Source: an optimization exercise on an open RTL-to-GDS flow (aim: small area). Production flows keep margins and buffers that such runs may drop. The RTL was checked by simulation tests, not by an equivalence proof against the original design. Power and IR drop assume default switching activity.

Setup of build 44:
// UART
module UART(
    input               clk,
    input               rst,
    input               EIGHT,
    input               PEN,
    input               OHEL,
    input               RX,
    input               Write,
    input   [1:0]       Read,
    input   [3:0]       Baud,
    input   [15:0]      OUT_PORT,
    output              TX,
    output              UART_INT,
    output  reg [7:0]   UART_DS
    );
Settings: LEC_CHECK=0, CAP_MARGIN=0, CORE_MARGIN=2, CORE_UTILIZATION=70, SLEW_MARGIN=0; clock period 10.0 ns.
standard.sh (not shown) runs the stock make flow with config.mk's settings and CLKGATE_MAP_FILE= SYNTH_SCRIPT=/design/flow/synth_recipe.tcl, a recipe that flattens the netlist after the stock synthesis.
==> flow/flow/run.sh <==
#!/bin/bash
# Own flow: the standard layout (standard.sh) with three changes:
#  - synthesis maps the logic for area (flow/abc_override.tcl, flow/abc_area.script);
#  - the port buffers are buf_1 cells, the smallest buffer;
#  - clock tree synthesis uses small clock buffers and no dummy loads.
# Each tool's output goes to its log under orfs/logs/; make's output to flow_make.log.
set -euo pipefail
here=$(pwd)
export OWN_ABC_SCRIPT="$here/flow/abc_area.script"
{ head -n 1 synth_recipe.tcl; cat flow/abc_override.tcl; tail -n +2 synth_recipe.tcl; } > own_synth.tcl
sed "s#/synth_recipe\.tcl#/own_synth.tcl#g" standard.sh > own_standard.sh
grep -q own_synth.tcl own_standard.sh
bash own_standard.sh \
  "BUFFER_PORTS_ARGS=-buffer_cell sky130_fd_sc_hd__buf_1" \
  "CTS_ARGS=-sink_clustering_enable -repair_clock_nets -dont_use_dummy_load -buf_list {sky130_fd_sc_hd__clkbuf_4}" \
  finish > flow_make.log 2>&1
==> flow/flow/abc_area.script <==
strash
&get -n
&fraig -x
&put
scorr
dc2
dretime
strash
dch -f
amap
strash
dch -f
amap
==> flow/flow/abc_override.tcl <==
# Technology mapping for area. The standard synthesis hands ABC its speed
# script with buffering and upsizing, and maps adders to half/full-adder
# cells before ABC sees them. Here ABC maps the whole logic, adders included,
# with an area script; everything else in the synthesis is as is, so the
# registers, their names and cell types are the standard synthesis's.
proc extract_fa {args} { puts "own flow: adders left to ABC" }
proc abc {args} {
  set out {}
  for {set i 0} {$i < [llength $args]} {incr i} {
    set a [lindex $args $i]
    if {$a eq "-script"} { incr i; lappend out -script $::env(OWN_ABC_SCRIPT); continue }
    if {$a eq "-D"} { incr i; continue }
    lappend out $a
  }
  yosys abc {*}$out
}
The following lists how build 37 was set up differently from build 44:
Settings: a change of SLEW_MARGIN from 0 to 20; a change of CAP_MARGIN from 0 to 20; an added PLACE_DENSITY of 0.85.
-- flow/flow/abc_override.tcl --
<<< build 44, line 14
  }
  yosys abc {*}$out
>>> build 37, line 14
  }
  # Cells with a stronger one of the same area: leave them out, so that ABC
  # takes the stronger (this changes no area but spares repair buffers).
  foreach c {inv_1 clkinv_1 o21ai_0 and2_0 or2_0 or2_1 a21boi_0 a31o_1 mux2_1
             mux4_1 a21bo_1 and4bb_1 o211a_1 o21ba_1 o221a_1 o311ai_0 or3b_1
             or4b_1} {
    lappend out -dont_use sky130_fd_sc_hd__$c
  }
  yosys abc {*}$out
--- outcome ---
- Diff build 44 -> build 37: ratio of final minimum period to clock period moved down; power attributed to combinational cells level; cell depth of the worst setup path moved down.
- Across build 44 and build 37, none had a timing, DRC or antenna violation.
- Looking at clock network fraction of design power, build 37 sits 0.3 points above build 44.
- Summary: with build 44 as the reference, routed wirelength normalized by instance count in build 37 moved down slightly.
- Build 37 against build 44; net switching component of the power is up by a few percent.
- STATUS worst setup slack after layout: build 37 wins against build 44
- Build 44 → build 37: total number of vias lower, minimum period implied by the final worst setup slack now sits lower.
- Run comparison: build 37 cell with the biggest individual delay on the critical path sky130_fd_sc_hd__nand2_1; build 44 cell with the biggest individual delay on the critical path sky130_fd_sc_hd__nor2_1
Inputs modified between build 37 and build 74:
Settings: clearing PLACE_DENSITY, which used to be 0.85.
==> comparison <==
Looking at the reports, build 74 completed the entire flow and the layout it produced met the timing, design-rule and antenna checks. In the flow results for build 74 and build 37, the final worst setup slack is smaller on build 37. Build 74 vs. build 37: overall routed net length climbed 1.7%, total power barely changed.
Here is what was changed in the inputs of build 49 compared with build 74.
-- flow/flow/abc_override.tcl --
<<< build 74, line 14
  }
  # Cells with a stronger one of the same area: leave them out, so that ABC
  # takes the stronger (this changes no area but spares repair buffers).
  foreach c {inv_1 clkinv_1 o21ai_0 and2_0 or2_0 or2_1 a21boi_0 a31o_1 mux2_1
             mux4_1 a21bo_1 and4bb_1 o211a_1 o21ba_1 o221a_1 o311ai_0 or3b_1
             or4b_1} {
    lappend out -dont_use sky130_fd_sc_hd__$c
  }
  yosys abc {*}$out
>>> build 49, line 14
  }
  yosys abc {*}$out
[summary]
Diff build 49..build 74 | fraction of power consumed by the clock network | negligible. Summary: with build 74 as the reference, worst ir drop on vdd in build 49 moved down by more than 10%. Total via count in the routed design: build 49 and build 74 compared, higher one is build 49. Build 49 reports its critical path launch point as Baud[0] while build 74 reports Read[0]. Between build 49 and build 74, global-route usage over all layers is lower for build 74, build 49 comes in above that. The final routed wire length divided by cell count in build 49 sits 0.51% below the value recorded for build 74.

Another version of the RTL of UART (not shown whole).
For scale: roughly 430 cells after synthesis, roughly 77 flip-flops, about 3400 sq um of cells after synthesis.
export LEC_CHECK = 0
export CAP_MARGIN = 20
export CORE_MARGIN = 2
export CORE_UTILIZATION = 40
export SLEW_MARGIN = 20
create_clock -name core_clock -period 10.0 [get_ports {clk}]
==> flow/flow/run.sh <==
#!/bin/bash
# Own flow: the standard layout (standard.sh) with three changes:
#  - synthesis maps the logic for area (flow/abc_override.tcl, flow/abc_area.script);
#  - the port buffers are buf_1 cells, the smallest buffer;
#  - clock tree synthesis uses small clock buffers and no dummy loads.
# Each tool's output goes to its log under orfs/logs/; make's output to flow_make.log.
set -euo pipefail
here=$(pwd)
export OWN_ABC_SCRIPT="$here/flow/abc_area.script"
{ head -n 1 synth_recipe.tcl; cat flow/abc_override.tcl; tail -n +2 synth_recipe.tcl; } > own_synth.tcl
sed "s#/synth_recipe\.tcl#/own_synth.tcl#g" standard.sh > own_standard.sh
grep -q own_synth.tcl own_standard.sh
bash own_standard.sh \
  "BUFFER_PORTS_ARGS=-buffer_cell sky130_fd_sc_hd__buf_1" \
  "CTS_ARGS=-sink_clustering_enable -repair_clock_nets -dont_use_dummy_load -buf_list {sky130_fd_sc_hd__clkbuf_2 sky130_fd_sc_hd__clkbuf_4 sky130_fd_sc_hd__clkbuf_8}" \
  finish > flow_make.log 2>&1
==> flow/flow/abc_override.tcl <==
# Technology mapping for area. The standard synthesis hands ABC its speed
# script with buffering and upsizing, and maps adders to half/full-adder
# cells before ABC sees them. Here ABC maps the whole logic, adders included,
# with an area script; everything else in the synthesis is as is, so the
# registers, their names and cell types are the standard synthesis's.
proc extract_fa {args} { puts "own flow: adders left to ABC" }
proc abc {args} {
  set out {}
  for {set i 0} {$i < [llength $args]} {incr i} {
    set a [lindex $args $i]
    if {$a eq "-script"} { incr i; lappend out -script $::env(OWN_ABC_SCRIPT); continue }
    if {$a eq "-D"} { incr i; continue }
    lappend out $a
  }
  yosys abc {*}$out
}
Scripts as last shown in full above: flow/flow/abc_area.script
Change:
--- a/flow/flow/run.sh
+++ b/flow/flow/run.sh
@@ -13,4 +13,4 @@
 bash own_standard.sh \
   "BUFFER_PORTS_ARGS=-buffer_cell sky130_fd_sc_hd__buf_1" \
-  "CTS_ARGS=-sink_clustering_enable -repair_clock_nets -dont_use_dummy_load -buf_list {sky130_fd_sc_hd__clkbuf_2 sky130_fd_sc_hd__clkbuf_4 sky130_fd_sc_hd__clkbuf_8}" \
+  "CTS_ARGS=-sink_clustering_enable -repair_clock_nets -dont_use_dummy_load -buf_list {sky130_fd_sc_hd__clkbuf_4}" \
   finish > flow_make.log 2>&1
Settings changed: CORE_UTILIZATION 40 to 70.
Result: Synthesized area is unchanged. Power fell by 6.0%. Die area fell by 41%. Wire length fell by 2.8%. Worst hold slack barely changes.

separate check: timing with driven ports:
How much do the figures lean on ideal ports? The routed layouts below were timed once more, with nothing changed but the port constraints. Step 1: set_driving_cell puts a clkbuf_16 on clk and a buf_2 on each other input, an assumption about the parent block. Step 2 moves the port delays by t, midway between the first and last clock arrival at a register: inputs arrive t later, outputs are due t later. That takes back most of the time a late clock gives input paths. Slacks: no drivers / after step 1 / after step 2; pairs: no drivers / after step 1.
run	shift t [ns]	slack for setup (ns)	hold slack, ns	clock arrival spread, ns	worst register clock-pin slew, ns
build 44	0.417	4.925 / 4.929 / 4.512	0.398 / 0.398 / 0.398	0.030 / 0.031	0.12 / 0.12
build 37	0.439	5.216 / 5.194 / 5.019	0.402 / 0.402 / 0.402	0.031 / 0.030	0.12 / 0.12
build 74	0.436	5.233 / 5.205 / 5.007	0.381 / 0.381 / 0.381	0.030 / 0.030	0.12 / 0.12
build 49	0.421	4.912 / 4.916 / 4.494	0.398 / 0.398 / 0.398	0.030 / 0.029	0.12 / 0.12
the first run of note 2	0.362	5.074 / 5.077 / 4.715	0.394 / 0.394 / 0.394	0.025 / 0.026	0.09 / 0.09
the second run of note 2	0.423	5.182 / 5.159 / 4.762	0.397 / 0.397 / 0.397	0.030 / 0.029	0.12 / 0.12
After both steps every run listed still meets setup and hold. The setup slack of the second run of note 2, which loses most, moves by -0.023 ns with the drivers and by -0.420 ns with both steps.
